What follows belongs to an exercise in optimizing a design on an open flow for small area; a production flow would make more cautious choices. Only simulation tests tie the RTL to the original design; equivalence was not proved. Power is estimated from default activity; no workload was simulated.

==> flow/flow/run.sh <==
#!/bin/bash
# Layout flow: the standard flow (standard.sh) with these changes:
#  - synthesis: the standard synthesis script (synth_recipe.tcl), except that
#    ABC maps the logic with each of the area-oriented scripts
#    flow/abc_*.abc (deep AIG optimisation, then area-oriented mapping, no
#    buffering or upsizing) and the smallest result is kept, and Yosys's
#    extract_fa is skipped (ABC maps the adders too);
#  - the port buffers are the smallest buffer (buf_1) instead of the
#    resizer's default choice (clkdlybuf4s50_1);
#  - clock tree synthesis uses clkbuf_8 sink clusters of up to 20 flip-flops,
#    clkbuf_4 above them, and inserts no dummy loads.
# Each tool's output goes to a log file in this folder (ORFS also keeps its
# per-step logs under orfs/logs/).
set -euo pipefail
work=$PWD
cat > my_synth.tcl <<EOT
# Map the logic with each area script in flow/abc_*.abc, from the same
# starting point, and keep the smallest result.
proc abc {args} {
  set i [lsearch \$args -script]
  yosys design -save pre_abc
  set best_area -1
  foreach script [lsort [glob $work/flow/abc_*.abc]] {
    yosys design -load pre_abc
    lset args [expr {\$i + 1}] \$script
    yosys abc {*}\$args
    set report [tee -q -s result.string stat -liberty \$::env(LIB_FILES)]
    regexp {Chip area for module [^:]*: ([0-9.]+)} \$report -> area
    puts "abc script \$script: area \$area"
    if {\$best_area < 0 || \$area < \$best_area} {
      set best_area \$area
      yosys design -save best_abc
    }
  }
  yosys design -load best_abc
  puts "abc: kept area \$best_area"
}
proc extract_fa {args} {}
source $work/synth_recipe.tcl
EOT
sed "s#SYNTH_SCRIPT=[^ ]*#SYNTH_SCRIPT=$work/my_synth.tcl#" standard.sh > my_standard.sh
grep -q "SYNTH_SCRIPT=$work/my_synth.tcl" my_standard.sh
cat >> config.mk <<'EOC'
export BUFFER_PORTS_ARGS = -buffer_cell sky130_fd_sc_hd__buf_1
export CTS_ARGS = -sink_clustering_enable -repair_clock_nets -dont_use_dummy_load -buf_list sky130_fd_sc_hd__clkbuf_8 -sink_clustering_size 20 -sink_clustering_max_diameter 60 -root_buf sky130_fd_sc_hd__clkbuf_4 -tree_buf sky130_fd_sc_hd__clkbuf_4
EOC
bash my_standard.sh > flow_make.log 2>&1
==> flow/constraint.sdc <==
create_clock -name core_clock -period 10.0 [get_ports {clk}]
set_input_delay 2.0000 -clock core_clock [delete_from_list [all_inputs] [get_ports {clk}]]
set_output_delay 2.0000 -clock core_clock [all_outputs]
set_load 0.01 [all_outputs]
==> flow/design.v <==
module sin_cos (
  input Clk,
  input rst,
  output reg [3:0] sin_phase,
  output reg signed [7:0] data_cos,
  output fill_done);
    reg [4:0] cos_phase;
    always @(posedge Clk) begin
        if (rst) sin_phase <= 4'd0;
        else case (sin_phase)
            4'd0: sin_phase <= 4'd1;
            4'd1: sin_phase <= 4'd2;
            4'd2: sin_phase <= 4'd3;
            4'd3: sin_phase <= 4'd4;
            4'd4: sin_phase <= 4'd5;
            4'd5: sin_phase <= 4'd6;
            4'd6: sin_phase <= 4'd7;
            4'd7: sin_phase <= 4'd8;
            4'd8: sin_phase <= 4'd9;
            4'd9: sin_phase <= 4'd10;
            4'd10: sin_phase <= 4'd11;
            4'd11: sin_phase <= 4'd12;
            4'd12: sin_phase <= 4'd13;
            4'd13: sin_phase <= 4'd14;
            4'd14: sin_phase <= 4'd1;
            default: sin_phase <= 4'd0;
        endcase
    end
    always @(posedge Clk) begin
        if (rst) cos_phase <= 5'd0;
        else case (cos_phase)
            5'd0: cos_phase <= 5'd1;
            5'd1: cos_phase <= 5'd2;
            5'd2: cos_phase <= 5'd3;
            5'd3: cos_phase <= 5'd4;
            5'd4: cos_phase <= 5'd5;
            5'd5: cos_phase <= 5'd6;
            5'd6: cos_phase <= 5'd7;
            5'd7: cos_phase <= 5'd8;
            5'd8: cos_phase <= 5'd9;
            5'd9: cos_phase <= 5'd10;
            5'd10: cos_phase <= 5'd11;
            5'd11: cos_phase <= 5'd12;
            5'd12: cos_phase <= 5'd13;
            5'd13: cos_phase <= 5'd14;
            5'd14: cos_phase <= 5'd15;
            5'd15: cos_phase <= 5'd16;
            5'd16: cos_phase <= 5'd17;
            5'd17: cos_phase <= 5'd18;
            5'd18: cos_phase <= 5'd9;
            default: cos_phase <= 5'd0;
        endcase
    end
    assign fill_done = sin_phase[0] & sin_phase[1] & sin_phase[2] & ~cos_phase[1] & cos_phase[2];
    always @(*) begin
        case (cos_phase)
            5'd0: data_cos = 8'sd0;
            5'd1: data_cos = 8'sd63;
            5'd2: data_cos = 8'sd51;
            5'd3: data_cos = 8'sd17;
            5'd4: data_cos = -8'sd22;
            5'd5: data_cos = -8'sd54;
            5'd6: data_cos = -8'sd63;
            5'd7: data_cos = -8'sd47;
            5'd8: data_cos = -8'sd12;
            5'd9: data_cos = 8'sd0;
            5'd10: data_cos = 8'sd38;
            5'd11: data_cos = 8'sd61;
            5'd12: data_cos = 8'sd59;
            5'd13: data_cos = 8'sd33;
            5'd14: data_cos = -8'sd5;
            5'd15: data_cos = -8'sd42;
            5'd16: data_cos = -8'sd62;
            5'd17: data_cos = -8'sd57;
            5'd18: data_cos = -8'sd29;
            default: data_cos = 8'sd0;
        endcase
    end
endmodule
module pam_mixer(
  input [1:0] data_in,
  input [3:0] sin_phase,
  output reg signed [7:0] signal_out
);
  always @(*) begin
    case ({sin_phase, data_in})
      6'd0: signal_out = 8'sd0;
      6'd1: signal_out = 8'sd0;
      6'd2: signal_out = 8'sd0;
      6'd3: signal_out = 8'sd0;
      6'd4: signal_out = 8'sd0;
      6'd5: signal_out = 8'sd0;
      6'd6: signal_out = 8'sd0;
      6'd7: signal_out = 8'sd0;
      6'd8: signal_out = 8'sd0;
      6'd9: signal_out = 8'sd14;
      6'd10: signal_out = 8'sd28;
      6'd11: signal_out = 8'sd42;
      6'd12: signal_out = 8'sd0;
      6'd13: signal_out = 8'sd25;
      6'd14: signal_out = 8'sd50;
      6'd15: signal_out = 8'sd75;
      6'd16: signal_out = 8'sd0;
      6'd17: signal_out = 8'sd31;
      6'd18: signal_out = 8'sd62;
      6'd19: signal_out = 8'sd93;
      6'd20: signal_out = 8'sd0;
      6'd21: signal_out = 8'sd31;
      6'd22: signal_out = 8'sd62;
      6'd23: signal_out = 8'sd93;
      6'd24: signal_out = 8'sd0;
      6'd25: signal_out = 8'sd24;
      6'd26: signal_out = 8'sd49;
      6'd27: signal_out = 8'sd73;
      6'd28: signal_out = 8'sd0;
      6'd29: signal_out = 8'sd13;
      6'd30: signal_out = 8'sd26;
      6'd31: signal_out = 8'sd39;
      6'd32: signal_out = 8'sd0;
      6'd33: signal_out = -8'sd1;
      6'd34: signal_out = -8'sd2;
      6'd35: signal_out = -8'sd3;
      6'd36: signal_out = 8'sd0;
      6'd37: signal_out = -8'sd15;
      6'd38: signal_out = -8'sd30;
      6'd39: signal_out = -8'sd45;
      6'd40: signal_out = 8'sd0;
      6'd41: signal_out = -8'sd26;
      6'd42: signal_out = -8'sd51;
      6'd43: signal_out = -8'sd77;
      6'd44: signal_out = 8'sd0;
      6'd45: signal_out = -8'sd32;
      6'd46: signal_out = -8'sd63;
      6'd47: signal_out = -8'sd95;
      6'd48: signal_out = 8'sd0;
      6'd49: signal_out = -8'sd31;
      6'd50: signal_out = -8'sd61;
      6'd51: signal_out = -8'sd92;
      6'd52: signal_out = 8'sd0;
      6'd53: signal_out = -8'sd24;
      6'd54: signal_out = -8'sd47;
      6'd55: signal_out = -8'sd71;
      6'd56: signal_out = 8'sd0;
      6'd57: signal_out = -8'sd12;
      6'd58: signal_out = -8'sd23;
      6'd59: signal_out = -8'sd35;
      default: signal_out = 8'sd0;
    endcase
  end
endmodule
module moving_avg_filt(
  input clk,
  input rst,
  input fill_done,
  input [6:0] signal_in,
  output reg [12:0] signal_sum
  );
  parameter N = 64;
  reg [7*N-1:0] queue;
  reg fill_en;
  wire [6:0] oldest = queue[7*N-1 -: 7];
  always @(posedge clk) begin
    queue <= {queue[7*N-8:0], ~signal_in};
  end
  always @(posedge clk) begin
    if (rst)
      fill_en <= 1'b0;
    else if (fill_done)
      fill_en <= 1'b1;
  end
  wire [6:0] a = signal_sum[6:0];
  wire [6:0] b = signal_in;
  wire [6:0] c = oldest | {7{~fill_en}};
  wire [6:0] ps = a ^ b ^ c;
  wire [7:1] pc = (a & b) | (c & (a ^ b));
  wire [7:0] k;
  wire [6:0] lo;
  assign k[0] = 1'b1;
  assign lo[0] = ps[0] ^ k[0];
  assign k[1] = ps[0] & k[0];
  genvar i;
  generate
    for (i = 1; i < 7; i = i + 1) begin : rip
      assign lo[i] = ps[i] ^ pc[i] ^ k[i];
      assign k[i+1] = (ps[i] & pc[i]) | (k[i] & (ps[i] ^ pc[i]));
    end
  endgenerate
  wire up = pc[7] & k[7];
  wire dn = ~(pc[7] | k[7]);
  wire [5:0] hi = signal_sum[12:7];
  wire [6:0] ones, zeros;
  assign ones[0] = 1'b1;
  assign zeros[0] = 1'b1;
  generate
    for (i = 0; i < 6; i = i + 1) begin : incdec
      assign ones[i+1] = ones[i] & hi[i];
      assign zeros[i+1] = zeros[i] & ~hi[i];
    end
  endgenerate
  wire [5:0] hi_next = hi ^ (({6{up}} & ones[5:0]) | ({6{dn}} & zeros[5:0]));
  always @(posedge clk) begin
    if (rst)
      signal_sum <= 13'd0;
    else
      signal_sum <= {hi_next, lo};
  end
endmodule
module qam_demodulator(
  input clk,
  input rst,
  input fill_done,
  input signed [7:0] input_signal,
  output reg [1:0] data_demod
  );
  wire [6:0] mod_value = input_signal[6:0] ^ {7{input_signal[7]}};
  wire [12:0] sum;
  reg [1:0] level;
  moving_avg_filt mov_avg(
    .clk(clk),
    .rst(rst),
    .fill_done(fill_done),
    .signal_in(mod_value),
    .signal_sum(sum)
    );
  wire [6:0] avg = sum[12:6];
  always @ ( posedge clk ) begin
    if (avg <= 9) level <= 2'd0;
    else if (avg <= 28) level <= 2'd1;
    else if (avg <= 47) level <= 2'd2;
    else level <= 2'd3;
    data_demod <= level;
  end
endmodule
module pam_modem (
  input clk,
  input rst,
  input [1:0] data_in,
  input signed [7:0] rx_in,
  output signed [7:0] tx_out,
  output signed [7:0] cos_out,
  output [1:0] rx_data
);
  wire [3:0] sin_phase;
  wire fill_done;
  sin_cos u_carrier (
    .Clk(clk),
    .rst(rst),
    .sin_phase(sin_phase),
    .data_cos(cos_out),
    .fill_done(fill_done)
  );
  pam_mixer u_mixer (
    .data_in(data_in),
    .sin_phase(sin_phase),
    .signal_out(tx_out)
  );
  qam_demodulator u_demod (
    .clk(clk),
    .rst(rst),
    .fill_done(fill_done),
    .input_signal(rx_in),
    .data_demod(rx_data)
  );
endmodule
==> flow/flow/abc_b.abc <==
&get -n
&st
&deepsyn -I 8 -J 50
&put
amap
topo
==> flow/standard.sh <==
#!/bin/bash
# synth_recipe.tcl (not shown) runs the flow's synth.tcl, then flattens the netlist and writes it again
# the make line also repeats each setting of config.mk as NAME=value (left out here)
make -C /OpenROAD-flow-scripts/flow DESIGN_CONFIG=/design/flow/config.mk WORK_HOME=/design/flow/orfs CLKGATE_MAP_FILE= SYNTH_SCRIPT=/design/flow/synth_recipe.tcl "${@:-finish}"
==> flow/flow/abc_d.abc <==
&get -n
&st
&dch -f
&nf -R 1000
&put
topo
==> flow/config.mk <==
export PLATFORM = sky130hd
export DESIGN_NAME = pam_modem
export DESIGN_NICKNAME = pam_modem
export VERILOG_FILES = /design/flow/design.v
export SDC_FILE = /design/flow/constraint.sdc
export NUM_CORES = 4
export LEC_CHECK = 0
export CAP_MARGIN = 20
export CORE_MARGIN = 2
export CORE_UTILIZATION = 40
export SLEW_MARGIN = 20
export BUFFER_PORTS_ARGS = -buffer_cell sky130_fd_sc_hd__buf_1
export CTS_ARGS = -sink_clustering_enable -repair_clock_nets -dont_use_dummy_load -buf_list sky130_fd_sc_hd__clkbuf_8 -sink_clustering_size 20 -sink_clustering_max_diameter 60 -root_buf sky130_fd_sc_hd__clkbuf_4 -tree_buf sky130_fd_sc_hd__clkbuf_4
==> flow/flow/abc_c.abc <==
&get -n
&st
&deepsyn -I 8 -J 50 -c
&dch -f
&nf -R 1000
&put
topo
==> flow/flow/abc_a.abc <==
&get -n
&st
&deepsyn -I 8 -J 50 -c
&put
amap
topo
==> results.py, run 1 <==
metrics = {
    "status": {
        "firstError": "ERROR: ABC output file does not contain a module `netlist'.",
        "status": "did not finish",
        "haltStage": "synthesis (1_2_yosys)",
    },
    "logic_synthesis": {
        "ys_warn_count": 4,
    },
}
==> inputs of run 2 (changes only) <==
==> flow/flow/abc_a.abc (replaced) <==
&get -n
&st
&deepsyn -I 8 -J 50
&put
amap
topo
==> flow/flow/abc_b.abc (replaced) <==
&get -n
&st
&deepsyn -I 8 -J 50
&put
dch -f
amap
topo
==> flow/flow/abc_c.abc (replaced) <==
&get -n
&st
&deepsyn -I 8 -J 50
&dch -f
&nf -R 1000
&put
topo
==> run 2 against run 1 <==
The run again fails in synthesis (1_2_yosys).
==> results.py, run 2 <==
metrics = {
    "status": {
        "haltStage": "synthesis (1_2_yosys)",
        "firstError": "ERROR: File `/OpenROAD-flow-scripts/flow/platforms/sky130hd/lib/sky130_fd_sc_hd__tt_025C_1v80.lib   ' not found or is a directory",
        "status": "did not finish",
    },
    "logic_synthesis": {
        "ys_warn_count": 4,
    },
}
==> inputs of run 3 (changes only) <==
--- a/flow/flow/run.sh
+++ b/flow/flow/run.sh
@@ -24,7 +24,9 @@
     yosys design -load pre_abc
     lset args [expr {\$i + 1}] \$script
     yosys abc {*}\$args
-    set report [tee -q -s result.string stat -liberty \$::env(LIB_FILES)]
+    set libargs {}
+    foreach lib \$::env(LIB_FILES) { lappend libargs -liberty \$lib }
+    set report [tee -q -s result.string stat {*}\$libargs]
     regexp {Chip area for module [^:]*: ([0-9.]+)} \$report -> area
     puts "abc script \$script: area \$area"
     if {\$best_area < 0 || \$area < \$best_area} {
==> run 3 against run 2 <==
The run now finishes clean.
==> results.py, run 3 <==
metrics = {
    "status": {
        "status": "complete, no violations",
    },
    "finish": {
        "largest_reg_flops": 448,
        "drive_gt1_frac": 0.03426,
        "top_regs": "u_demod.mov_avg.queue (448), u_demod.mov_avg.signal_sum (13), u_carrier.cos_phase (5)",
        "finalNetCount": 802,
        "multi_input_area_sq_mm": 0.001070,
        "utilization": 0.4367,
        "layout_common_cells": "dfxtp_1 (475), nor2_1 (69), clkinv_1 (44), a21oi_1 (37), o21ai_0 (31)",
        "finalInstanceArea_sq_mm": 0.01164,
        "seq_area_sq_mm": 0.009509,
        "fill_cells": 2406,
        "final_common_cell": "dfxtp_1",
        "syn_to_final_growth_pct": 8.239,
        "largest_register": "u_demod.mov_avg.queue",
    },
    "timing": {
        "clock_skew_ns": 0.08609,
        "timing.max_slew.rel_slack": 0.5225,
        "setup_viol": 0,
        "rsz0062_at_grt": "no",
        "tightest_slew_ns": 0.7162,
        "hold_viol": 0,
        "timing.final.crit_share": 0.5691,
        "fmax_mhz": 175.7,
        "setup_slack_ns": 4.309,
        "drv_slew": 0,
        "fin_tns_setup_ns": 0,
        "period_needed_ns": 5.691,
    },
    "critical_path": {
        "path_max_fanout": 7,
        "crit_required_ns": 8.00,
        "start_kind": "input port",
        "regToRegSetupSlack_ns": 6.26,
        "worstPathArrival_ns": 3.69,
        "cp-end-kind": "output port",
        "path_class": "in2out",
    },
    "global_route": {
        "grt_use_total": 0.08667,
        "first_global_vias": 4261,
        "grt_pass1_wl_mm": 20.29,
        "grt-ovfl-total": 0,
        "antenna_found_initial": 1,
        "grt_max_degree": 21,
    },
    "floorplanning": {
        "placement_rows": 60,
        "die-area_sq_mm": 0.02821,
        "io_pins": 30,
        "die_w_um": 167.9,
        "initial_utilization": 0.4034,
        "core_area_sq_mm": 0.02665,
        "die_h_um": 167.9,
    },
    "clock_network": {
        "post_cts_buffers": 0,
        "path_clk_slew_ns": 0.11,
        "numCtsBuffers": 27,
        "cts_tree": "yes",
        "clock-sinks": 475,
        "cts_htree_levels": 1,
        "hold_buffers": 0,
        "cts_resized": 0,
        "cts_root_buf": "clkbuf_4",
        "clkLatencyLatePin_ns": 0.72,
        "cts_buffer_depth": 3,
    },
    "logic_synthesis": {
        "synth_flop_cell": "dfxtp_1",
        "synth_cells": 733,
        "syn_nets": 745,
        "synth_top_area_frac": 0.8844,
        "synth_area_sq_mm": 0.01075,
        "ys_seq_area_frac": 0.8844,
        "syn_avg_cell_area_sq_um": 14.67,
        "yosysUniqueCellTypes": 32,
        "yosysMostFrequentCell": "dfxtp_1",
        "synth-async-reset-ratio": 0,
        "synth_common_cells": "dfxtp_1 (475), nor2_1 (69), clkinv_1 (44)",
        "synthTopCellsByArea": "dfxtp_1 (88%), nor2_1 (2.4%), a21oi_1 (1.7%)",
        "ys_ff_latch": 475,
        "synth_top_cell_by_area": "dfxtp_1",
        "ys_warn_count": 4,
        "synth_edf_count": 0,
    },
    "drt": {
        "antenna_left": 0,
        "num_vias": 4680,
        "post_drt_wl_per_cell_um": 10.80,
        "drt-total-wl_mm": 12.22,
        "first_pass_iters": 4,
        "drc": 0,
        "via_per_inst": 4.138,
        "drt-initial-drc-count": 260,
    },
    "placement": {
        "dp_hpwl_mm": 7.102,
        "gp_congestion": 0.8852,
        "pre_cts_slack_ns": 4.350,
        "portBuffers": 29,
        "place_area_sq_mm": 0.01128,
    },
    "power_and_ir_drop": {
        "p_per_area_mw_per_mm2": 256.6,
        "power.leakage_uw": 0.004627,
        "ir_drop_mv": 0.1586,
    },
    "run": {
        "maxCapViolCount": 0,
    },
    "hold_path": {
        "hp-class": "reg2reg",
    },
}
[run 3: worst max-delay path: stages]
cell	delay, ns
buf_1	0.24
clkinv_1	0.21
nor2_1	0.17
clkinv_1	0.14
o2111ai_1	0.24
o21ai_0	0.12
a211oi_1	0.24
a31o_1	0.18
buf_1	0.14
[run 3: logic make-up after synthesis]
group,share of synthesized area
AOI/OAI and AO/OA,0.05831
buffers and inverters,0.01606
DFF,0.8844
and+or+nand+nor,0.04120
[run 3: per-layer routing]
layer / GRT usage / vias up / wire length (um) / share of wire
met1: 0.1343 / 2119 / 6861 / 0.56
met4: 0.03365 / 0 / 385 / 0.032
met2: 0.1153 / 69 / 4505 / 0.37
met5: 0 / - / 0 / 0
met3: 0.02045 / 30 / 464 / 0.038
li1: - / 2462 / - / -
[run 3: path summary, 6_finish.rpt]
kind         cells past startpoint                        endpoint                       start
max                              9                       tx_out[1]                  data_in[0]
min                              0      u_demod.mov_avg.queue[259]  u_demod.mov_avg.queue[252]
max reg2reg                     25  u_demod.mov_avg.signal_sum[12]     u_demod.mov_avg.fill_en
min reg2reg                      0      u_demod.mov_avg.queue[259]  u_demod.mov_avg.queue[252]
[run 3: final cells by class]
type | instances | area share
Sequential cell | 475 | 0.8171
Timing Repair Buffer | 29 | 0.009354
Tap cell | 341 | 0.03666
Multi-Input combinational cell | 213 | 0.09193
Antenna cell | 2 | 0.0004301
Inverter | 44 | 0.01419
Clock buffer | 27 | 0.03032
[run 3: per-stage QoR]
| stage | std cells | hold slack (ns) | total power [uW] |
|---|---|---|---|
| 3_5_place_dp | 1102 | 0.3121 | 2314 |
| 6_report | 1131 | 0.2720 | 2987 |
| 5_1_grt | 1131 | 0.2805 | 3133 |
| 3_3_place_gp | 1102 | 0.3105 | 2307 |
| 4_1_cts | 1129 | 0.2617 | 3027 |
| 2_1_floorplan | 733 | 0.3096 | 2259 |
[run 3: power by group]
group	leakage [uW]	internal [uW]	switching (uW)
Clock	0.000186	227	488
Combinational	0.000475	69.1	121
Sequential	0.00397	2030	48.6
==> inputs of run 4 (changes only) <==
--- a/flow/design.v
+++ b/flow/design.v
@@ -160,7 +160,7 @@
   reg fill_en;
   wire [6:0] oldest = queue[7*N-1 -: 7];
   always @(posedge clk) begin
-    queue <= {queue[7*N-8:0], ~signal_in};
+    queue <= {queue[7*N-8:0], signal_in};
   end
   always @(posedge clk) begin
     if (rst)
@@ -170,7 +170,7 @@
   end
   wire [6:0] a = signal_sum[6:0];
   wire [6:0] b = signal_in;
-  wire [6:0] c = oldest | {7{~fill_en}};
+  wire [6:0] c = ~(oldest & {7{fill_en}});
   wire [6:0] ps = a ^ b ^ c;
   wire [7:1] pc = (a & b) | (c & (a ^ b));
   wire [7:0] k;
==> run 4 against run 3 <==
Utilization increased by 0.69 points. Cell count fell by 1.3%. Critical path type unchanged. Critical endpoint is now tx_out[5]. Via count down 0.66%. Hold slack improved by 0.024 ns. Setup slack better by 0.30 ns. Count of clock-buffer cells in the layout up 1.
==> results.py, run 4 <==
metrics = {
    "timing": {
        "fin_tns_setup_ns": 0,
        "timing.final.crit_share": 0.5393,
        "drv_slew": 0,
        "timing.max_slew.rel_slack": 0.6846,
        "tightest_slew_ns": 0.4681,
        "fmax_mhz": 185.4,
        "clock_skew_ns": 0.05264,
        "hold_viol": 0,
        "period_needed_ns": 5.393,
        "rsz0062_at_grt": "no",
        "setup_viol": 0,
    },
    "critical_path": {
        "worstPathArrival_ns": 3.39,
        "max_stage_delay_ns": 0.49,
        "startpoint": "data_in[1]",
        "critPathMostFrequentCell": "buf_1",
        "cp_top_family": "simple AND/OR/NAND/NOR gates",
        "critical_path.cell_chain": "buf_1 -> clkinv_1 -> nor2_1 -> a222oi_1 -> or4_1 -> buf_1",
        "cp-end-kind": "output port",
        "regToRegSetupSlack_ns": 6.71,
        "reg2reg_depth": 18,
        "critPathSlowestCell": "or4_1",
        "crit_required_ns": 8.00,
        "path_max_fanout": 11,
        "worst-path-buf-inv": 3,
        "start_kind": "input port",
        "crit_end": "tx_out[5]",
        "path_class": "in2out",
        "r2r-start": "u_demod.mov_avg.fill_en",
        "worst-path-stages": 6,
        "rr_endpoint": "u_demod.mov_avg.signal_sum[12]",
    },
    "global_route": {
        "grt-ovfl-total": 0,
        "first_global_vias": 4383,
        "grt_pass1_wl_mm": 21.20,
        "grt_use_total": 0.09115,
        "antenna_found_initial": 2,
        "grt_max_degree": 21,
    },
    "clock_network": {
        "numCtsBuffers": 28,
        "cts_resized": 0,
        "path_clk_slew_ns": 0.11,
        "clkLatencyLatePin_ns": 0.72,
        "hold_buffers": 0,
        "cts_htree_levels": 1,
        "cts_root_buf": "clkbuf_4",
        "cts_tree": "yes",
        "cts_buffer_depth": 3,
        "clock-sinks": 475,
        "post_cts_buffers": 0,
    },
    "drt": {
        "via_per_inst": 4.166,
        "drc": 0,
        "first_pass_iters": 4,
        "drt-total-wl_mm": 12.43,
        "num_vias": 4649,
        "post_drt_wl_per_cell_um": 11.14,
        "drt-initial-drc-count": 229,
        "antenna_left": 0,
    },
    "floorplanning": {
        "die_w_um": 167.8,
        "placement_rows": 59,
        "die_h_um": 167.8,
        "die-area_sq_mm": 0.02815,
        "core_area_sq_mm": 0.02621,
        "initial_utilization": 0.4094,
        "io_pins": 30,
    },
    "power_and_ir_drop": {
        "p_int_uw": 2334,
        "p_per_area_mw_per_mm2": 256.5,
        "switchingPower_uw": 647.9,
        "seqPwrFrac": 0.698,
        "pwr-share-clk": 0.243,
        "p_sw_frac": 0.2173,
        "ir_drop_mv": 0.1361,
        "power_frac_comb": 0.058,
        "power.leakage_uw": 0.004617,
    },
    "status": {
        "status": "complete, no violations",
    },
    "finish": {
        "largest_reg_flops": 448,
        "finalInstanceArea_sq_mm": 0.01162,
        "layout_common_cells": "dfxtp_1 (475), nor2_1 (60), nand2_1 (33), o21ai_0 (33), clkinv_1 (31)",
        "drive_gt1_frac": 0.03718,
        "syn_to_final_growth_pct": 8.362,
        "finalNetCount": 794,
        "largest_register": "u_demod.mov_avg.queue",
        "final_common_cell": "dfxtp_1",
        "top_regs": "u_demod.mov_avg.queue (448), u_demod.mov_avg.signal_sum (13), u_carrier.cos_phase (5)",
        "instances_no_fill": 1116,
    },
    "logic_synthesis": {
        "synth_top_cell_by_area": "dfxtp_1",
        "yosysMostFrequentCell": "dfxtp_1",
        "synth_area_sq_mm": 0.01073,
        "synth_common_cells": "dfxtp_1 (475), nor2_1 (60), nand2_1 (33), o21ai_0 (33), clkinv_1 (31)",
        "synth_cells": 723,
        "synth_top_area_frac": 0.8864,
        "synthTopCellsByArea": "dfxtp_1 (89%), nor2_1 (2.1%), o21ai_0 (1.5%)",
        "syn_nets": 735,
        "synth_edf_count": 0,
        "syn_avg_cell_area_sq_um": 14.84,
        "synth_flop_cell": "dfxtp_1",
        "ys_ff_latch": 475,
        "ys_warn_count": 4,
        "ys_seq_area_frac": 0.8864,
        "yosysUniqueCellTypes": 33,
        "synth-async-reset-ratio": 0,
    },
    "placement": {
        "dp_hpwl_mm": 7.298,
        "gp_congestion": 0.8442,
        "dp_cells": 1087,
        "portBuffers": 29,
        "place_area_sq_mm": 0.01126,
    },
    "run": {
        "maxCapViolCount": 0,
    },
    "hold_path": {
        "hp-class": "reg2reg",
        "hold_path_depth": 0,
        "hp-start": "u_demod.mov_avg.queue[377]",
    },
}
==> run 4: cell types whose count changed after synthesis, moves of 4 or more <==
cell      delta
a21oi_1     -12
a211oi_1     +7
nor3_1       +4
nor2_1       -9
clkinv_1    -13
nand2_1     +12
a22oi_1      +6
==> run 4: logic make-up after synthesis <==
| kind of cell | Yosys count | synth area share |
|---|---|---|
| flops | 475 | 0.8864 |
| simple gates | 118 | 0.04607 |
| compound gates | 98 | 0.05598 |
| buf+inv | 32 | 0.01155 |
==> run 4: worst min path at each step <==
stage,end
global route,u_demod.mov_avg.queue[384]
finish,u_demod.mov_avg.queue[384]
detailed placement,u_demod.mov_avg.queue[320]
floorplan,u_demod.data_demod[0]
global placement,u_demod.mov_avg.queue[373]
CTS,u_demod.mov_avg.queue[384]
==> run 4: layout make-up <==
| class | instances | area (sq um) |
|---|---|---|
| Fill cell | 2292 | 14580 |
| Sequential cell | 475 | 9509 |
| Multi-Input combinational cell | 216 | 1095 |
| Tap cell | 335 | 419.2 |
| Clock buffer | 28 | 366.6 |
| Timing Repair Buffer | 30 | 116.4 |
| Inverter | 31 | 116.4 |
| Antenna cell | 1 | 2.502 |
==> run 4: worst register-to-register path: stages, from the launching register on <==
cell,delay [ns]
dfxtp_1,0.52
nand2_1,0.21
o21ai_0,0.32
a21oi_1,0.15
o21ai_0,0.23
nand2_1,0.10
nand2_1,0.10
nand2_1,0.07
nand2_1,0.10
o21ai_0,0.11
nor2_1,0.14
a21oi_1,0.10
or3_1,0.37
nor3_1,0.20
clkinv_1,0.10
nor2_1,0.14
o22a_1,0.16
o21ai_0,0.07
a21oi_1,0.11
==> run 4: power by group through the flow <==
stage	sequential [uW]	clock (uW)	combinational (uW)
global route	2100	834	204
floorplan	2110	0	136
global placement	2120	0	172
CTS	2080	767	176
finish	2080	726	174
detailed placement	2130	0	176
==> run 4: stage by stage <==
| step | total power [uW] | setup WS [ns] | utilization | hold slack [ns] |
|---|---|---|---|---|
| 3_5_place_dp | 2301 | 4.402 | 0.4295 | 0.3121 |
| 3_3_place_gp | 2296 | 4.564 | 0.4295 | 0.3099 |
| 5_1_grt | 3138 | 4.465 | 0.4436 | 0.2914 |
| 6_report | 2982 | 4.607 | 0.4436 | 0.2962 |
| 2_1_floorplan | 2246 | 4.973 | - | 0.3096 |
| 4_1_cts | 3027 | 4.618 | 0.4435 | 0.2734 |
==> run 4: layer usage <==
layer | GRT usage | part of all wire
met1 | 0.1412 | 0.55
met2 | 0.1215 | 0.36
met3 | 0.02033 | 0.051
met4 | 0.03705 | 0.033
met5 | 0 | 0
==> inputs of run 5 (changes only) <==
--- a/flow/design.v
+++ b/flow/design.v
@@ -160,7 +160,7 @@
   reg fill_en;
   wire [6:0] oldest = queue[7*N-1 -: 7];
   always @(posedge clk) begin
-    queue <= {queue[7*N-8:0], signal_in};
+    queue <= {queue[7*N-8:0], ~signal_in};
   end
   always @(posedge clk) begin
     if (rst)
@@ -170,7 +170,7 @@
   end
   wire [6:0] a = signal_sum[6:0];
   wire [6:0] b = signal_in;
-  wire [6:0] c = ~(oldest & {7{fill_en}});
+  wire [6:0] c = oldest | {7{~fill_en}};
   wire [6:0] ps = a ^ b ^ c;
   wire [7:1] pc = (a & b) | (c & (a ^ b));
   wire [7:0] k;
--- a/flow/flow/run.sh
+++ b/flow/flow/run.sh
@@ -44,6 +44,6 @@
 grep -q "SYNTH_SCRIPT=$work/my_synth.tcl" my_standard.sh
 cat >> config.mk <<'EOC'
 export BUFFER_PORTS_ARGS = -buffer_cell sky130_fd_sc_hd__buf_1
-export CTS_ARGS = -sink_clustering_enable -repair_clock_nets -dont_use_dummy_load -buf_list sky130_fd_sc_hd__clkbuf_8 -sink_clustering_size 20 -sink_clustering_max_diameter 60 -root_buf sky130_fd_sc_hd__clkbuf_4 -tree_buf sky130_fd_sc_hd__clkbuf_4
+export CTS_ARGS = -sink_clustering_enable -repair_clock_nets -dont_use_dummy_load -root_buf sky130_fd_sc_hd__clkbuf_4 -tree_buf sky130_fd_sc_hd__clkbuf_4 -buf_list sky130_fd_sc_hd__clkbuf_8 -sink_clustering_size 20 -sink_clustering_max_diameter 60
 EOC
 bash my_standard.sh > flow_make.log 2>&1
==> flow/config.mk (replaced) <==
export PLATFORM = sky130hd
export DESIGN_NAME = pam_modem
export DESIGN_NICKNAME = pam_modem
export VERILOG_FILES = /design/flow/design.v
export SDC_FILE = /design/flow/constraint.sdc
export NUM_CORES = 4
export LEC_CHECK = 0
export CAP_MARGIN = 20
export CORE_MARGIN = 2
export CORE_UTILIZATION = 65
export PLACE_DENSITY = 0.85
export SLEW_MARGIN = 20
export BUFFER_PORTS_ARGS = -buffer_cell sky130_fd_sc_hd__buf_1
export CTS_ARGS = -sink_clustering_enable -repair_clock_nets -dont_use_dummy_load -root_buf sky130_fd_sc_hd__clkbuf_4 -tree_buf sky130_fd_sc_hd__clkbuf_4 -buf_list sky130_fd_sc_hd__clkbuf_8 -sink_clustering_size 20 -sink_clustering_max_diameter 60
removed: flow/flow/abc_a.abc
removed: flow/flow/abc_b.abc
removed: flow/flow/abc_c.abc
==> run 5 against run 4 <==
Cell count is 11% lower. Die area shrank 36%. Synthesized cell count shrank 0.28%. Highest routed layer unchanged. Critical endpoint is now u_demod.mov_avg.signal_sum[11].
==> results.py, run 5 <==
metrics = {
    "floorplanning": {
        "io_pins": 30,
        "die-area_sq_mm": 0.01796,
        "placement_rows": 47,
        "initial_utilization": 0.6649,
        "die_w_um": 134.0,
        "core_area_sq_mm": 0.01652,
        "die_h_um": 134.0,
    },
    "global_route": {
        "grt_use_total": 0.1608,
        "first_global_vias": 4788,
        "grt-ovfl-total": 0,
        "grt_pass1_wl_mm": 23.40,
        "antenna_found_initial": 0,
        "grt_max_degree": 25,
    },
    "finish": {
        "antenna_cells": 0,
        "largest_reg_flops": 448,
        "top_regs": "u_demod.mov_avg.queue (448), u_demod.mov_avg.signal_sum (13), u_carrier.cos_phase (5)",
        "syn_to_final_growth_pct": 6.639,
        "final_common_cell": "dfxtp_1",
        "drive_gt1_frac": 0.03479,
        "layout_common_cells": "dfxtp_1 (475), nor2_1 (43), buf_1 (29), clkbuf_8 (24), nand2_1 (23)",
        "largest_register": "u_demod.mov_avg.queue",
        "finalNetCount": 790,
    },
    "power_and_ir_drop": {
        "switchingPower_uw": 689.4,
        "p_per_area_mw_per_mm2": 264.2,
        "power.leakage_uw": 0.004665,
        "p_total_uw": 3096,
        "p_int_uw": 2406,
        "pwr-share-clk": 0.230,
        "p_sw_frac": 0.2227,
        "power_frac_comb": 0.078,
        "seqPwrFrac": 0.692,
        "ir_drop_mv": 0.1896,
    },
    "critical_path": {
        "crit_required_ns": 10.52,
        "path_max_fanout": 7,
        "start_kind": "input port",
        "regToRegSetupSlack_ns": 5.54,
        "worstPathArrival_ns": 6.46,
        "reg2reg_depth": 12,
        "cp-end-kind": "flop",
        "r2r-start": "u_demod.mov_avg.fill_en",
        "path_class": "in2reg",
        "rr_endpoint": "u_demod.mov_avg.signal_sum[11]",
    },
    "drt": {
        "first_pass_iters": 6,
        "post_drt_wl_per_cell_um": 14.04,
        "drt-initial-drc-count": 372,
        "antenna_left": 0,
        "num_vias": 4854,
        "drc": 0,
        "drt-total-wl_mm": 13.99,
        "via_per_inst": 4.873,
    },
    "timing": {
        "hold_viol": 0,
        "fmax_mhz": 168.5,
        "drv_slew": 0,
        "period_needed_ns": 5.933,
        "timing.max_slew.rel_slack": 0.3396,
        "setup_viol": 0,
        "clock_skew_ns": 0.03510,
        "timing.final.crit_share": 0.5933,
        "fin_tns_setup_ns": 0,
        "rsz0062_at_grt": "no",
        "tightest_slew_ns": 0.9906,
    },
    "placement": {
        "gp_congestion": 0.9016,
        "dp_hpwl_mm": 8.471,
        "portBuffers": 29,
    },
    "logic_synthesis": {
        "yosysUniqueCellTypes": 39,
        "synthTopCellsByArea": "dfxtp_1 (87%), xnor2_1 (1.7%), xor2_1 (1.6%)",
        "synth_flop_cell": "dfxtp_1",
        "synth-async-reset-ratio": 0,
        "ys_ff_latch": 475,
        "synth_top_cell_by_area": "dfxtp_1",
        "synth_area_sq_mm": 0.01099,
        "yosysMostFrequentCell": "dfxtp_1",
        "synth_cells": 721,
        "syn_nets": 733,
        "syn_avg_cell_area_sq_um": 15.24,
        "synth_edf_count": 0,
        "ys_seq_area_frac": 0.8655,
        "synth_top_area_frac": 0.8655,
        "synth_common_cells": "dfxtp_1 (475), nor2_1 (43), nand2_1 (23)",
        "ys_warn_count": 4,
    },
    "clock_network": {
        "hold_buffers": 0,
        "post_cts_buffers": 0,
        "path_clk_slew_ns": 0.12,
        "cts_resized": 0,
        "cts_tree": "yes",
        "numCtsBuffers": 27,
        "clock-sinks": 475,
        "cts_root_buf": "clkbuf_4",
        "cts_htree_levels": 1,
        "cts_buffer_depth": 3,
        "clkLatencyLatePin_ns": 0.69,
    },
    "run": {
        "maxCapViolCount": 0,
    },
    "hold_path": {
        "min_to": "u_demod.mov_avg.queue[34]",
        "hp-start": "u_demod.mov_avg.queue[27]",
        "hold_path_depth": 0,
        "hp-class": "reg2reg",
    },
    "status": {
        "status": "complete, no violations",
    },
}
run 5: cell count changes in the layout (fill, tap and decap cells not counted), sizes merged, moves of 8 or more:
cell,previous run,this run
a21oi,25,15
clkinv,31,16
maj3,0,12
nand2,33,23
nand2b,0,8
nor2,60,43
o21ai,33,19
xnor2,0,21
xor2,0,20
run 5: area by class of cell:
class / instances / area [sq um]
clock buffer: 27 / 352.8
fill: 997 / 4808
inverter: 16 / 60.06
multi-input combinational: 229 / 1410
sequential: 475 / 9509
tap: 220 / 275.3
timing repair buffer: 29 / 108.9
run 5: worst max path at each step:
stage / to / startpoint
after floorplan: u_demod.mov_avg.signal_sum[11] / rx_in[7]
after global placement: u_demod.mov_avg.signal_sum[11] / rx_in[7]
after detailed placement: u_demod.mov_avg.signal_sum[11] / rx_in[7]
after CTS: u_demod.mov_avg.signal_sum[11] / rx_in[7]
after global routing: u_demod.mov_avg.signal_sum[11] / rx_in[7]
final: u_demod.mov_avg.signal_sum[11] / rx_in[7]
run 5: logic make-up (layout without fill, tap and decap cells):
| group | count (synthesis) | count (layout) | share of synthesized area |
|---|---|---|---|
| simple gates | 108 | 108 | 0.04510 |
| flops | 475 | 475 | 0.8655 |
| buf+inv | 17 | 72 | 0.006150 |
| xor+xnor | 41 | 41 | 0.03268 |
| compound gates | 67 | 67 | 0.03872 |
| fa+ha+maj | 12 | 12 | 0.01093 |
| mux | 1 | 1 | 0.0009111 |
run 5: per-layer routing:
metal	share of wire	vias up	track usage	routed length (um)
li1	-	2427	-	-
met1	0.48	2239	0.2297	6780
met2	0.44	149	0.2524	6128
met3	0.054	39	0.03137	760
met4	0.023	0	0.05088	315
met5	0	-	0	0
run 5: power by group through the flow:
stage	clock (uW)	sequential, uW	combinational, uW
after floorplan	0	2160	190
after global placement	0	2170	216
after detailed placement	0	2190	237
after CTS	737	2150	240
after global routing	797	2160	267
final	712	2140	241
run 5: worst max-delay path, stage by stage:
cell and delay [ns]:
buf_1 0.41, xor2_1 0.32, xor2_1 0.13, xnor2_1 0.29, clkinv_1 0.12, maj3_1 0.39
maj3_1 0.41, maj3_1 0.41, maj3_1 0.41, maj3_1 0.41, maj3_1 0.40, and2_0 0.25
a32oi_1 0.26, xor2_1 0.19, nor2_1 0.06
run 5: metrics by stage:
stage | instances | hold WS (ns) | cell area [sq um] | worst slack, ns | utilization
3_3_place_gp | 969 | 0.3116 | 11360 | 3.649 | 0.6877
5_1_grt | 996 | 0.3041 | 11720 | 3.894 | 0.7090
4_1_cts | 996 | 0.2986 | 11720 | 4.129 | 0.7090
6_report | 996 | 0.3057 | 11720 | 4.067 | 0.7090
3_5_place_dp | 969 | 0.3121 | 11360 | 3.409 | 0.6877
2_1_floorplan | 721 | 0.3096 | 10990 | 4.247 | -
==> inputs of run 6 (changes only) <==
--- a/flow/flow/run.sh
+++ b/flow/flow/run.sh
@@ -44,6 +44,6 @@
 grep -q "SYNTH_SCRIPT=$work/my_synth.tcl" my_standard.sh
 cat >> config.mk <<'EOC'
 export BUFFER_PORTS_ARGS = -buffer_cell sky130_fd_sc_hd__buf_1
-export CTS_ARGS = -sink_clustering_enable -repair_clock_nets -dont_use_dummy_load -root_buf sky130_fd_sc_hd__clkbuf_4 -tree_buf sky130_fd_sc_hd__clkbuf_4 -buf_list sky130_fd_sc_hd__clkbuf_8 -sink_clustering_size 20 -sink_clustering_max_diameter 60
+export CTS_ARGS = -sink_clustering_enable -repair_clock_nets -dont_use_dummy_load -root_buf sky130_fd_sc_hd__clkbuf_4 -tree_buf sky130_fd_sc_hd__clkbuf_4 -buf_list sky130_fd_sc_hd__clkbuf_8 -sink_clustering_size 24 -sink_clustering_max_diameter 40
 EOC
 bash my_standard.sh > flow_make.log 2>&1
==> flow/config.mk (replaced) <==
export PLATFORM = sky130hd
export DESIGN_NAME = pam_modem
export DESIGN_NICKNAME = pam_modem
export VERILOG_FILES = /design/flow/design.v
export SDC_FILE = /design/flow/constraint.sdc
export NUM_CORES = 4
export LEC_CHECK = 0
export CAP_MARGIN = 20
export CORE_MARGIN = 2
export CORE_UTILIZATION = 65
export PLACE_DENSITY = 0.85
export SLEW_MARGIN = 20
export BUFFER_PORTS_ARGS = -buffer_cell sky130_fd_sc_hd__buf_1
export CTS_ARGS = -sink_clustering_enable -repair_clock_nets -dont_use_dummy_load -root_buf sky130_fd_sc_hd__clkbuf_4 -tree_buf sky130_fd_sc_hd__clkbuf_4 -buf_list sky130_fd_sc_hd__clkbuf_8 -sink_clustering_size 24 -sink_clustering_max_diameter 40
==> run 6 against run 5 <==
First-iteration DRC count shrank 11%. Sequential share of layout area decreased by 0.58 points. Sequential power about the same. Setup slack worse by 0.069 ns. Via count increased by 1.9%. Non-clock buffer count stayed put. Global-route usage is 0.47 points higher. Largest cell class unchanged. Largest power group unchanged. Highest routed layer unchanged.
==> results.py, run 6 <==
metrics = {
    "logic_synthesis": {
        "synthTopCellsByArea": "dfxtp_1 (87%), xnor2_1 (1.7%), xor2_1 (1.6%)",
        "ys_seq_area_frac": 0.8655,
        "yosysUniqueCellTypes": 39,
        "synth-async-reset-ratio": 0,
        "synth_edf_count": 0,
        "synthAdderAreaFrac": 0.01093,
        "syn_nets": 733,
        "synth_flop_cell": "dfxtp_1",
        "synth_area_sq_mm": 0.01099,
        "ys_ff_latch": 475,
        "synth-compound-area-share": 0.03872,
        "yosys.area_share.simple": 0.04510,
        "syn_avg_cell_area_sq_um": 15.24,
        "synth_common_cells": "dfxtp_1 (475), nor2_1 (43), nand2_1 (23)",
        "yosysMostFrequentCell": "dfxtp_1",
        "synth_top_area_frac": 0.8655,
        "synth_cells": 721,
        "ys_warn_count": 4,
        "synth_top_family_by_area": "simple AND/OR/NAND/NOR gates",
        "synth_top_cell_by_area": "dfxtp_1",
        "synth_xor_area_frac": 0.03268,
        "muxShareOfSynthArea": 0.0009111,
    },
    "placement": {
        "portBuffers": 29,
        "gp_congestion": 0.9016,
        "dp_hpwl_mm": 8.471,
    },
    "clock_network": {
        "post_cts_buffers": 0,
        "path_clk_slew_ns": 0.09,
        "cts_root_buf": "clkbuf_4",
        "cts_tree": "yes",
        "hold_buffers": 0,
        "clkLatencyLatePin_ns": 0.65,
        "cts_resized": 0,
        "cts_buffer_depth": 3,
        "numCtsBuffers": 34,
        "clock-sinks": 475,
        "cts_htree_levels": 2,
    },
    "power_and_ir_drop": {
        "p_int_uw": 2462,
        "seqPwrFrac": 0.677,
        "power_frac_comb": 0.076,
        "switchingPower_uw": 704.8,
        "power.leakage_uw": 0.004710,
        "p_per_area_mw_per_mm2": 268.3,
        "p_sw_frac": 0.2226,
        "p_total_uw": 3166,
        "pwr-share-clk": 0.247,
        "ir_drop_mv": 0.2079,
    },
    "drt": {
        "first_pass_iters": 7,
        "antenna_left": 0,
        "drc": 0,
        "post_drt_wl_per_cell_um": 14.23,
        "drt-initial-drc-count": 332,
        "num_vias": 4947,
        "drt-total-wl_mm": 14.27,
        "via_per_inst": 4.932,
    },
    "finish": {
        "antenna_cells": 0,
        "drive_gt1_frac": 0.04342,
        "largest_reg_flops": 448,
        "top_regs": "u_demod.mov_avg.queue (448), u_demod.mov_avg.signal_sum (13), u_carrier.cos_phase (5)",
        "utilization": 0.7141,
        "final_common_cell": "dfxtp_1",
        "finalNetCount": 797,
        "largest_register": "u_demod.mov_avg.queue",
        "layout_common_cells": "dfxtp_1 (475), nor2_1 (43), clkbuf_8 (29), buf_1 (29), nand2_1 (23)",
        "syn_to_final_growth_pct": 7.403,
        "fill_cells": 981,
    },
    "timing": {
        "rsz0062_at_grt": "no",
        "setup_viol": 0,
        "drv_slew": 0,
        "tightest_slew_ns": 0.9645,
        "fmax_mhz": 166.6,
        "timing.max_slew.rel_slack": 0.3570,
        "hold_viol": 0,
        "period_needed_ns": 6.003,
        "fin_tns_setup_ns": 0,
        "clock_skew_ns": 0.07132,
        "timing.final.crit_share": 0.6003,
    },
    "global_route": {
        "gr-usage-met2": 0.2556,
        "met1_usage": 0.2298,
        "grt_use_total": 0.1655,
        "first_global_vias": 4823,
        "grt_pass1_wl_mm": 23.69,
        "grt_max_degree": 25,
        "grt-ovfl-total": 0,
        "grt.busiest_layer": "met2",
        "use_met3": 0.03893,
        "antenna_found_initial": 0,
    },
    "critical_path": {
        "crit_required_ns": 10.43,
        "path_max_fanout": 7,
        "worstPathArrival_ns": 6.43,
        "cp-end-kind": "flop",
        "start_kind": "input port",
        "path_class": "in2reg",
        "reg2reg_depth": 12,
    },
    "run": {
        "maxCapViolCount": 0,
    },
    "floorplanning": {
        "die-area_sq_mm": 0.01796,
        "die_w_um": 134.0,
        "core_area_sq_mm": 0.01652,
        "io_pins": 30,
        "placement_rows": 47,
        "die_h_um": 134.0,
        "initial_utilization": 0.6649,
    },
    "hold_path": {
        "hp-class": "reg2reg",
        "hold_path_depth": 0,
    },
    "status": {
        "status": "complete, no violations",
    },
}
[run 6: cell count changes in the layout (fill, tap and decap cells not counted), sizes merged]
cell / change
clkbuf: +7
[run 6: area by class of cell]
class	count	area, sq um	area share
inverters	16	60.06	0.005090
well taps	220	275.3	0.02333
multi-input cells	229	1410	0.1195
flip-flops and latches	475	9509	0.8059
repair buffers	29	108.9	0.009225
clock buffers	34	436.7	0.03701
[run 6: path summary, 6_finish.rpt]
path | slack [ns] | to | from
setup / recovery | 4.00 | u_demod.mov_avg.signal_sum[10] | rx_in[7]
hold / removal | 0.27 | u_demod.mov_avg.queue[308] | u_demod.mov_avg.queue[301]
setup reg to reg | 5.53 | u_demod.mov_avg.signal_sum[10] | u_demod.mov_avg.fill_en
hold reg to reg | 0.27 | u_demod.mov_avg.queue[308] | u_demod.mov_avg.queue[301]
[run 6: logic make-up (layout without fill, tap and decap cells)]
kind of cell / count (synthesis) / in the layout
simple gates: 108 / 108
mux: 1 / 1
buf+inv: 17 / 79
fa+ha+maj: 12 / 12
flops: 475 / 475
compound gates: 67 / 67
xor+xnor: 41 / 41
[run 6: worst max-delay path, cell delays in order]
cell and delay (ns):
buf_1 0.42, xor2_1 0.32, xor2_1 0.12, xnor2_1 0.29, clkinv_1 0.12, maj3_1 0.39
maj3_1 0.41, maj3_1 0.41, maj3_1 0.41, maj3_1 0.41, maj3_1 0.40, and2_0 0.24
a22oi_1 0.24, xor2_1 0.19, nor2_1 0.06
[run 6: routing by layer]
| metal | share of wire | vias up |
|---|---|---|
| met5 | 0 | - |
| met4 | 0.031 | 0 |
| met3 | 0.057 | 54 |
| met2 | 0.44 | 177 |
| met1 | 0.47 | 2277 |
| li1 | - | 2439 |
[run 6: power by group through the flow]
stage	sequential (uW)	combinational, uW	clock, uW
after floorplan	2160	190	0
after global placement	2170	216	0
after detailed placement	2190	237	0
after CTS	2150	239	808
after global routing	2160	267	868
final	2140	240	782
[run 6: per-stage QoR]
stage	cell area (sq um)	cells	setup slack (ns)	hold slack [ns]
2_1_floorplan	10990	721	4.247	0.3096
3_3_place_gp	11360	969	3.649	0.3116
3_5_place_dp	11360	969	3.409	0.3121
4_1_cts	11800	1003	4.046	0.2639
5_1_grt	11800	1003	3.773	0.2725
6_report	11800	1003	3.997	0.2689
==> inputs of run 7 (changes only) <==
--- a/flow/design.v
+++ b/flow/design.v
@@ -160,7 +160,7 @@
   reg fill_en;
   wire [6:0] oldest = queue[7*N-1 -: 7];
   always @(posedge clk) begin
-    queue <= {queue[7*N-8:0], ~signal_in};
+    queue <= {queue[7*N-8:0], signal_in};
   end
   always @(posedge clk) begin
     if (rst)
@@ -170,7 +170,7 @@
   end
   wire [6:0] a = signal_sum[6:0];
   wire [6:0] b = signal_in;
-  wire [6:0] c = oldest | {7{~fill_en}};
+  wire [6:0] c = ~(oldest & {7{fill_en}});
   wire [6:0] ps = a ^ b ^ c;
   wire [7:1] pc = (a & b) | (c & (a ^ b));
   wire [7:0] k;
--- a/flow/flow/run.sh
+++ b/flow/flow/run.sh
@@ -44,6 +44,6 @@
 grep -q "SYNTH_SCRIPT=$work/my_synth.tcl" my_standard.sh
 cat >> config.mk <<'EOC'
 export BUFFER_PORTS_ARGS = -buffer_cell sky130_fd_sc_hd__buf_1
-export CTS_ARGS = -sink_clustering_enable -repair_clock_nets -dont_use_dummy_load -root_buf sky130_fd_sc_hd__clkbuf_4 -tree_buf sky130_fd_sc_hd__clkbuf_4 -buf_list sky130_fd_sc_hd__clkbuf_8 -sink_clustering_size 24 -sink_clustering_max_diameter 40
+export CTS_ARGS = -sink_clustering_enable -repair_clock_nets -dont_use_dummy_load -root_buf sky130_fd_sc_hd__clkbuf_4 -tree_buf sky130_fd_sc_hd__clkbuf_4 -buf_list sky130_fd_sc_hd__clkbuf_8 -sink_clustering_size 22 -sink_clustering_max_diameter 70
 EOC
 bash my_standard.sh > flow_make.log 2>&1
==> flow/config.mk (replaced) <==
export PLATFORM = sky130hd
export DESIGN_NAME = pam_modem
export DESIGN_NICKNAME = pam_modem
export VERILOG_FILES = /design/flow/design.v
export SDC_FILE = /design/flow/constraint.sdc
export NUM_CORES = 4
export LEC_CHECK = 0
export CAP_MARGIN = 20
export CORE_MARGIN = 2
export CORE_UTILIZATION = 40
export SLEW_MARGIN = 20
export BUFFER_PORTS_ARGS = -buffer_cell sky130_fd_sc_hd__buf_1
export CTS_ARGS = -sink_clustering_enable -repair_clock_nets -dont_use_dummy_load -root_buf sky130_fd_sc_hd__clkbuf_4 -tree_buf sky130_fd_sc_hd__clkbuf_4 -buf_list sky130_fd_sc_hd__clkbuf_8 -sink_clustering_size 22 -sink_clustering_max_diameter 70
==> run 7 against run 6 <==
Sequential share of layout area about the same. First-iteration DRC count decreased by 25%. Routed wire length decreased by 13%. Count of clock-buffer cells in the layout decreased by 9. Synthesized area decreased by 0.41%. Critical path depth unchanged. Clock power decreased by 12%. Setup slack improved by 0.13 ns. Critical endpoint is now u_demod.mov_avg.signal_sum[11]. Largest cell class unchanged.
==> results.py, run 7 <==
metrics = {
    "status": {
        "status": "complete, no violations",
    },
    "finish": {
        "antenna_cells": 0,
        "top_regs": "u_demod.mov_avg.queue (448), u_demod.mov_avg.signal_sum (13), u_carrier.cos_phase (5)",
        "drive_gt1_frac": 0.03381,
        "finalNetCount": 783,
        "largest_reg_flops": 448,
        "layout_common_cells": "dfxtp_1 (475), nor2_1 (47), nand2_1 (32), buf_1 (28)",
        "syn_to_final_growth_pct": 7.810,
        "final_common_cell": "dfxtp_1",
        "utilization": 0.4389,
        "largest_register": "u_demod.mov_avg.queue",
    },
    "placement": {
        "dp_hpwl_mm": 7.055,
        "pre_cts_slack_ns": 3.387,
        "portBuffers": 29,
        "gp_congestion": 0.8099,
    },
    "logic_synthesis": {
        "synth_flop_cell": "dfxtp_1",
        "synth_common_cells": "dfxtp_1 (475), nor2_1 (47), nand2_1 (32)",
        "synth_top_area_frac": 0.8691,
        "ys_seq_area_frac": 0.8691,
        "synth_area_sq_mm": 0.01094,
        "syn_avg_cell_area_sq_um": 15.28,
        "yosysUniqueCellTypes": 37,
        "ys_warn_count": 4,
        "yosysMostFrequentCell": "dfxtp_1",
        "syn_nets": 728,
        "ys_ff_latch": 475,
        "synth_cells": 716,
        "synth-async-reset-ratio": 0,
        "synth_edf_count": 0,
        "synthTopCellsByArea": "dfxtp_1 (87%), xor2_1 (1.8%), nor2_1 (1.6%)",
        "synth_top_cell_by_area": "dfxtp_1",
    },
    "timing": {
        "clock_skew_ns": 0.04077,
        "fmax_mhz": 170.2,
        "fin_tns_setup_ns": 0,
        "timing.final.crit_share": 0.5876,
        "timing.max_slew.rel_slack": 0.5203,
        "drv_slew": 0,
        "hold_ws_ns": 0.3110,
        "tightest_slew_ns": 0.7185,
        "setup_viol": 0,
        "period_needed_ns": 5.876,
        "hold_viol": 0,
        "setup_slack_ns": 4.124,
        "rsz0062_at_grt": "no",
    },
    "power_and_ir_drop": {
        "p_int_uw": 2382,
        "switchingPower_uw": 654.8,
        "pwr-share-clk": 0.227,
        "p_per_area_mw_per_mm2": 257.4,
        "ir_drop_mv": 0.1536,
        "power.leakage_uw": 0.004640,
        "power_frac_comb": 0.070,
        "seqPwrFrac": 0.703,
        "p_sw_frac": 0.2156,
    },
    "clock_network": {
        "cts_tree": "yes",
        "hold_buffers": 0,
        "post_cts_buffers": 0,
        "cts_root_buf": "clkbuf_4",
        "cts_resized": 0,
        "numCtsBuffers": 25,
        "path_clk_slew_ns": 0.12,
        "cts_htree_levels": 1,
        "clock-sinks": 475,
        "cts_buffer_depth": 3,
        "clkLatencyLatePin_ns": 0.68,
    },
    "drt": {
        "antenna_left": 0,
        "num_vias": 4658,
        "drc": 0,
        "wl_met2_mm": 4.484,
        "drt-initial-drc-count": 250,
        "top_layer_used": "met4",
        "first_pass_iters": 4,
        "met3_length_um": 557,
        "post_drt_wl_per_cell_um": 11.13,
        "drt-total-wl_mm": 12.36,
        "drt-met1-wl_mm": 7.053,
        "via_per_inst": 4.196,
    },
    "hold_path": {
        "hp-start": "u_demod.mov_avg.queue[280]",
        "hold_path_depth": 0,
        "hp-class": "reg2reg",
    },
    "critical_path": {
        "regToRegSetupSlack_ns": 5.58,
        "reg2reg_depth": 12,
        "worstPathArrival_ns": 6.41,
        "worst-path-stages": 15,
        "start_kind": "input port",
        "path_max_fanout": 7,
        "crit_end": "u_demod.mov_avg.signal_sum[11]",
        "critPathMostFrequentCell": "maj3_1",
        "critPathSlowestCell": "buf_1",
        "startpoint": "rx_in[7]",
        "cp_top_family": "adder cells",
        "path_class": "in2reg",
        "max_stage_delay_ns": 0.47,
        "cp-end-kind": "flop",
        "crit_required_ns": 10.53,
        "critical_path.cell_chain": "buf_1 -> xor2_1 -> xor2_1 -> xnor2_1 -> clkinv_1 -> maj3_1 -> maj3_1 -> maj3_1 -> maj3_1 -> maj3_1 -> maj3_1 -> and2_0 -> a32oi_1 -> xor2_1 -> nor2_1",
        "worst-path-buf-inv": 2,
        "rr_endpoint": "u_demod.mov_avg.signal_sum[11]",
        "r2r-start": "u_demod.mov_avg.fill_en",
    },
    "global_route": {
        "grt_max_degree": 25,
        "grt-ovfl-total": 0,
        "antenna_found_initial": 0,
        "grt_pass1_wl_mm": 21.12,
        "grt_use_total": 0.08882,
        "first_global_vias": 4318,
    },
    "floorplanning": {
        "io_pins": 30,
        "initial_utilization": 0.4071,
        "core_area_sq_mm": 0.02688,
        "placement_rows": 60,
        "die_w_um": 169.4,
        "die_h_um": 169.4,
        "die-area_sq_mm": 0.02869,
    },
    "run": {
        "maxCapViolCount": 0,
    },
}
run 7: per-stage QoR:
| step | area [sq um] | instances | power, uW |
|---|---|---|---|
| after floorplan | 10940 | 716 | 2336 |
| after CTS | 11800 | 1110 | 3082 |
| after global routing | 11800 | 1110 | 3196 |
| final | 11800 | 1110 | 3037 |
| after detailed placement | 11470 | 1085 | 2394 |
| after global placement | 11470 | 1085 | 2389 |
run 7: power by group through the flow:
stage	Clock (uW)	Combinational, uW	Sequential (uW)
after floorplan	0	179	2160
after global placement	0	210	2180
after detailed placement	0	213	2180
after CTS	727	214	2140
after global routing	794	244	2160
final	688	212	2140
run 7: routing by layer:
layer  up-vias  global-route usage
met5         -                   0
met3        21             0.02239
li1       2416                   -
met1      2143              0.1451
met4         0             0.02601
met2        78              0.1125
run 7: worst reg2reg max path: cells and delay by family, from the launching register on:
family	cells	cell delay [ns]
adder cells (fa/ha/maj)	7	2.82
flip-flops	1	0.52
XOR/XNOR	1	0.16
AND/OR/NAND/NOR	3	0.52
AO/OA/AOI/OAI	1	0.27
run 7: cell type report:
type                       count  area, sq um
multi-input combinational    231         1391
inverter                       9        33.78
timing repair buffer          29        110.1
fill                        2433        15080
sequential                   475         9509
clock buffer                  25        325.3
tap                          341        426.7
run 7: worst min-delay path by stage:
stage                                 endpoint
finish              u_demod.mov_avg.queue[287]
global route         u_demod.mov_avg.queue[73]
CTS                 u_demod.mov_avg.queue[287]
detailed placement  u_demod.mov_avg.queue[148]
global placement    u_demod.mov_avg.queue[257]
floorplan                u_demod.data_demod[0]
run 7: logic make-up after synthesis:
kind of cell               Yosys count  share of synthesized area
AOI/OAI and AO/OA                   59                    0.03453
xor gates and xnor gates            41                    0.03282
adders and majority gates           13                    0.01189
buffers and inverters               10                   0.003774
DFF                                475                     0.8691
muxes                                1                  0.0009148
and+or+nand+nor                    117                    0.04700
==> inputs of run 8 (changes only) <==
--- a/flow/flow/run.sh
+++ b/flow/flow/run.sh
@@ -7,7 +7,7 @@
 #    extract_fa is skipped (ABC maps the adders too);
 #  - the port buffers are the smallest buffer (buf_1) instead of the
 #    resizer's default choice (clkdlybuf4s50_1);
-#  - clock tree synthesis uses clkbuf_8 sink clusters of up to 20 flip-flops,
+#  - clock tree synthesis uses clkbuf_8 sink clusters of up to 22 flip-flops,
 #    clkbuf_4 above them, and inserts no dummy loads.
 # Each tool's output goes to a log file in this folder (ORFS also keeps its
 # per-step logs under orfs/logs/).
@@ -44,6 +44,7 @@
 grep -q "SYNTH_SCRIPT=$work/my_synth.tcl" my_standard.sh
 cat >> config.mk <<'EOC'
 export BUFFER_PORTS_ARGS = -buffer_cell sky130_fd_sc_hd__buf_1
-export CTS_ARGS = -sink_clustering_enable -repair_clock_nets -dont_use_dummy_load -root_buf sky130_fd_sc_hd__clkbuf_4 -tree_buf sky130_fd_sc_hd__clkbuf_4 -buf_list sky130_fd_sc_hd__clkbuf_8 -sink_clustering_size 22 -sink_clustering_max_diameter 70
+export MIN_BUF_CELL_AND_PORTS = sky130_fd_sc_hd__buf_1 A X
+export CTS_ARGS = -sink_clustering_enable -repair_clock_nets -dont_use_dummy_load -buf_list sky130_fd_sc_hd__clkbuf_8 -sink_clustering_size 22 -sink_clustering_max_diameter 70 -root_buf sky130_fd_sc_hd__clkbuf_4 -tree_buf sky130_fd_sc_hd__clkbuf_4
 EOC
 bash my_standard.sh > flow_make.log 2>&1
==> flow/flow/abc_a.abc (new file) <==
&get -n
&st
&deepsyn -I 8 -J 50
&put
amap
topo
==> flow/flow/abc_b.abc (new file) <==
&get -n
&st
&deepsyn -I 8 -J 50
&put
dch -f
amap
topo
==> flow/flow/abc_c.abc (new file) <==
&get -n
&st
&deepsyn -I 8 -J 50
&dch -f
&nf -R 1000
&put
topo
==> flow/config.mk (replaced) <==
export PLATFORM = sky130hd
export DESIGN_NAME = pam_modem
export DESIGN_NICKNAME = pam_modem
export VERILOG_FILES = /design/flow/design.v
export SDC_FILE = /design/flow/constraint.sdc
export NUM_CORES = 4
export LEC_CHECK = 0
export CAP_MARGIN = 20
export CORE_MARGIN = 2
export CORE_UTILIZATION = 40
export SLEW_MARGIN = 20
export BUFFER_PORTS_ARGS = -buffer_cell sky130_fd_sc_hd__buf_1
export MIN_BUF_CELL_AND_PORTS = sky130_fd_sc_hd__buf_1 A X
export CTS_ARGS = -sink_clustering_enable -repair_clock_nets -dont_use_dummy_load -buf_list sky130_fd_sc_hd__clkbuf_8 -sink_clustering_size 22 -sink_clustering_max_diameter 70 -root_buf sky130_fd_sc_hd__clkbuf_4 -tree_buf sky130_fd_sc_hd__clkbuf_4
==> run 8 against run 7 <==
Still clean. Non-clock buffer count up 1. Synthesized cell count up 0.98%. Register-to-register slack improved by 1.2 ns. Clock power increased by 1%. Critical path depth down 9. Largest power group unchanged.
==> results.py, run 8 <==
metrics = {
    "hold_path": {
        "hp-class": "reg2reg",
        "hp-start": "u_demod.mov_avg.queue[54]",
    },
    "logic_synthesis": {
        "yosysUniqueCellTypes": 33,
        "ys_ff_latch": 475,
        "synth_edf_count": 0,
        "synth_top_area_frac": 0.8864,
        "synth_cells": 723,
        "synth_flop_cell": "dfxtp_1",
        "synth_area_sq_mm": 0.01073,
        "synth_common_cells": "dfxtp_1 (475), nor2_1 (60), nand2_1 (33), o21ai_0 (33), clkinv_1 (31)",
        "synthTopCellsByArea": "dfxtp_1 (89%), nor2_1 (2.1%), o21ai_0 (1.5%)",
        "synth-async-reset-ratio": 0,
        "ys_seq_area_frac": 0.8864,
        "syn_avg_cell_area_sq_um": 14.84,
        "synth_top_cell_by_area": "dfxtp_1",
        "syn_nets": 735,
        "yosysMostFrequentCell": "dfxtp_1",
        "ys_warn_count": 4,
    },
    "power_and_ir_drop": {
        "p_per_area_mw_per_mm2": 254.8,
        "p_sw_frac": 0.2177,
        "pwr-share-clk": 0.236,
        "switchingPower_uw": 642.6,
        "p_int_uw": 2309,
        "power.leakage_uw": 0.004595,
        "seqPwrFrac": 0.705,
        "power_frac_comb": 0.059,
        "ir_drop_mv": 0.1326,
    },
    "drt": {
        "met3_length_um": 528,
        "antenna_left": 0,
        "drt-met1-wl_mm": 7.038,
        "drt-total-wl_mm": 12.42,
        "drt-initial-drc-count": 221,
        "via_per_inst": 4.160,
        "num_vias": 4630,
        "post_drt_wl_per_cell_um": 11.16,
        "top_layer_used": "met4",
        "first_pass_iters": 4,
        "drc": 0,
        "wl_met2_mm": 4.536,
    },
    "placement": {
        "portBuffers": 29,
        "place_area_sq_mm": 0.01126,
        "pre_cts_slack_ns": 4.402,
        "dp_hpwl_mm": 7.298,
        "gp_congestion": 0.8442,
    },
    "finish": {
        "largest_reg_flops": 448,
        "seq_area_sq_mm": 0.009509,
        "syn_to_final_growth_pct": 7.978,
        "layout_common_cells": "dfxtp_1 (475), nor2_1 (60), nand2_1 (33), o21ai_0 (33), clkinv_1 (31)",
        "largest_register": "u_demod.mov_avg.queue",
        "multi_input_area_sq_mm": 0.001095,
        "drive_gt1_frac": 0.03346,
        "fill_cells": 2286,
        "finalNetCount": 791,
        "top_regs": "u_demod.mov_avg.queue (448), u_demod.mov_avg.signal_sum (13), u_carrier.cos_phase (5)",
        "final_common_cell": "dfxtp_1",
        "finalInstanceArea_sq_mm": 0.01158,
    },
    "global_route": {
        "grt-ovfl-total": 0,
        "grt_pass1_wl_mm": 21.20,
        "grt_use_total": 0.09099,
        "first_global_vias": 4370,
        "grt_max_degree": 23,
        "antenna_found_initial": 2,
    },
    "clock_network": {
        "path_clk_slew_ns": 0.12,
        "hold_buffers": 0,
        "post_cts_buffers": 0,
        "cts_buffer_depth": 3,
        "cts_tree": "yes",
        "cts_htree_levels": 1,
        "cts_root_buf": "clkbuf_4",
        "clkLatencyLatePin_ns": 0.71,
        "clock-sinks": 475,
        "cts_resized": 0,
        "numCtsBuffers": 25,
    },
    "critical_path": {
        "path_class": "in2out",
        "regToRegSetupSlack_ns": 6.76,
        "cp-end-kind": "output port",
        "r2r-start": "u_demod.mov_avg.fill_en",
        "crit_required_ns": 8.00,
        "startpoint": "data_in[1]",
        "path_max_fanout": 11,
        "worstPathArrival_ns": 3.40,
        "start_kind": "input port",
    },
    "floorplanning": {
        "die-area_sq_mm": 0.02815,
        "initial_utilization": 0.4094,
        "die_w_um": 167.8,
        "io_pins": 30,
        "die_h_um": 167.8,
        "core_area_sq_mm": 0.02621,
        "placement_rows": 59,
    },
    "timing": {
        "setup_slack_ns": 4.600,
        "setup_viol": 0,
        "timing.final.crit_share": 0.5400,
        "timing.max_slew.rel_slack": 0.6823,
        "fmax_mhz": 185.2,
        "hold_viol": 0,
        "drv_slew": 0,
        "fin_tns_setup_ns": 0,
        "clock_skew_ns": 0.06844,
        "period_needed_ns": 5.400,
        "tightest_slew_ns": 0.4748,
        "rsz0062_at_grt": "no",
    },
    "status": {
        "status": "complete, no violations",
    },
    "run": {
        "maxCapViolCount": 0,
    },
}
-- run 8: changes by cell type after synthesis, sizes merged, moves of 13 or more --
cell	previous run	this run
xor2	22	0
xnor2	19	0
nor2	47	60
o21ai	14	33
maj3	13	0
clkinv	9	31
-- run 8: layout make-up --
class,count,share of cell area
repair buffers,30,0.01005
well taps,335,0.03618
clock buffers,25,0.02808
flip-flops and latches,475,0.8209
inverters,31,0.01005
multi-input cells,216,0.09451
diodes,1,0.0002160
-- run 8: power by group through the flow --
| stage | Sequential [uW] | Clock, uW | Combinational (uW) |
|---|---|---|---|
| global placement | 2120 | 0 | 172 |
| CTS | 2080 | 732 | 176 |
| floorplan | 2110 | 0 | 136 |
| detailed placement | 2130 | 0 | 176 |
| global route | 2100 | 802 | 204 |
| finish | 2080 | 696 | 174 |
-- run 8: cells by family (layout without fill, tap and decap cells) --
logic type / Yosys count / in the layout / synth area share
flops: 475 / 475 / 0.8864
simple gates: 118 / 118 / 0.04607
compound gates: 98 / 98 / 0.05598
buf+inv: 32 / 86 / 0.01155
other cells: 0 / 1 / 0
-- run 8: metrics by stage --
step,total power (uW),std cells,hold WS (ns),util
after floorplan,2246,723,0.3096,-
after global placement,2296,1087,0.3099,0.4295
after detailed placement,2301,1087,0.3121,0.4295
after CTS,2993,1112,0.2792,0.4419
after global routing,3106,1113,0.2666,0.4420
final,2952,1113,0.2837,0.4420
-- run 8: final timing paths --
kind	endpoint	cells after the start
setup / recovery	tx_out[5]	6
hold / removal	u_demod.mov_avg.queue[61]	0
setup reg to reg	u_demod.mov_avg.signal_sum[12]	18
hold reg to reg	u_demod.mov_avg.queue[61]	0
-- run 8: metal layers --
metal,vias to the layer above,track usage
met5,-,0
met4,0,0.03138
met3,26,0.02033
met2,89,0.1211
li1,2448,-
met1,2067,0.1433
-- run 8: critical path, stage by stage --
cell and delay (ns):
buf_1 0.12, clkinv_1 0.26, nor2_1 0.27, nor2_1 0.08
or4_1 0.53, buf_1 0.15

Setup slack of run 8, layout unchanged: 4.600 ns with ideal ports, 4.574 ns with driving cells assumed (clock clkbuf_16, inputs buf_2), 4.446 ns with port delays also shifted by the 0.701 ns mid clock arrival.
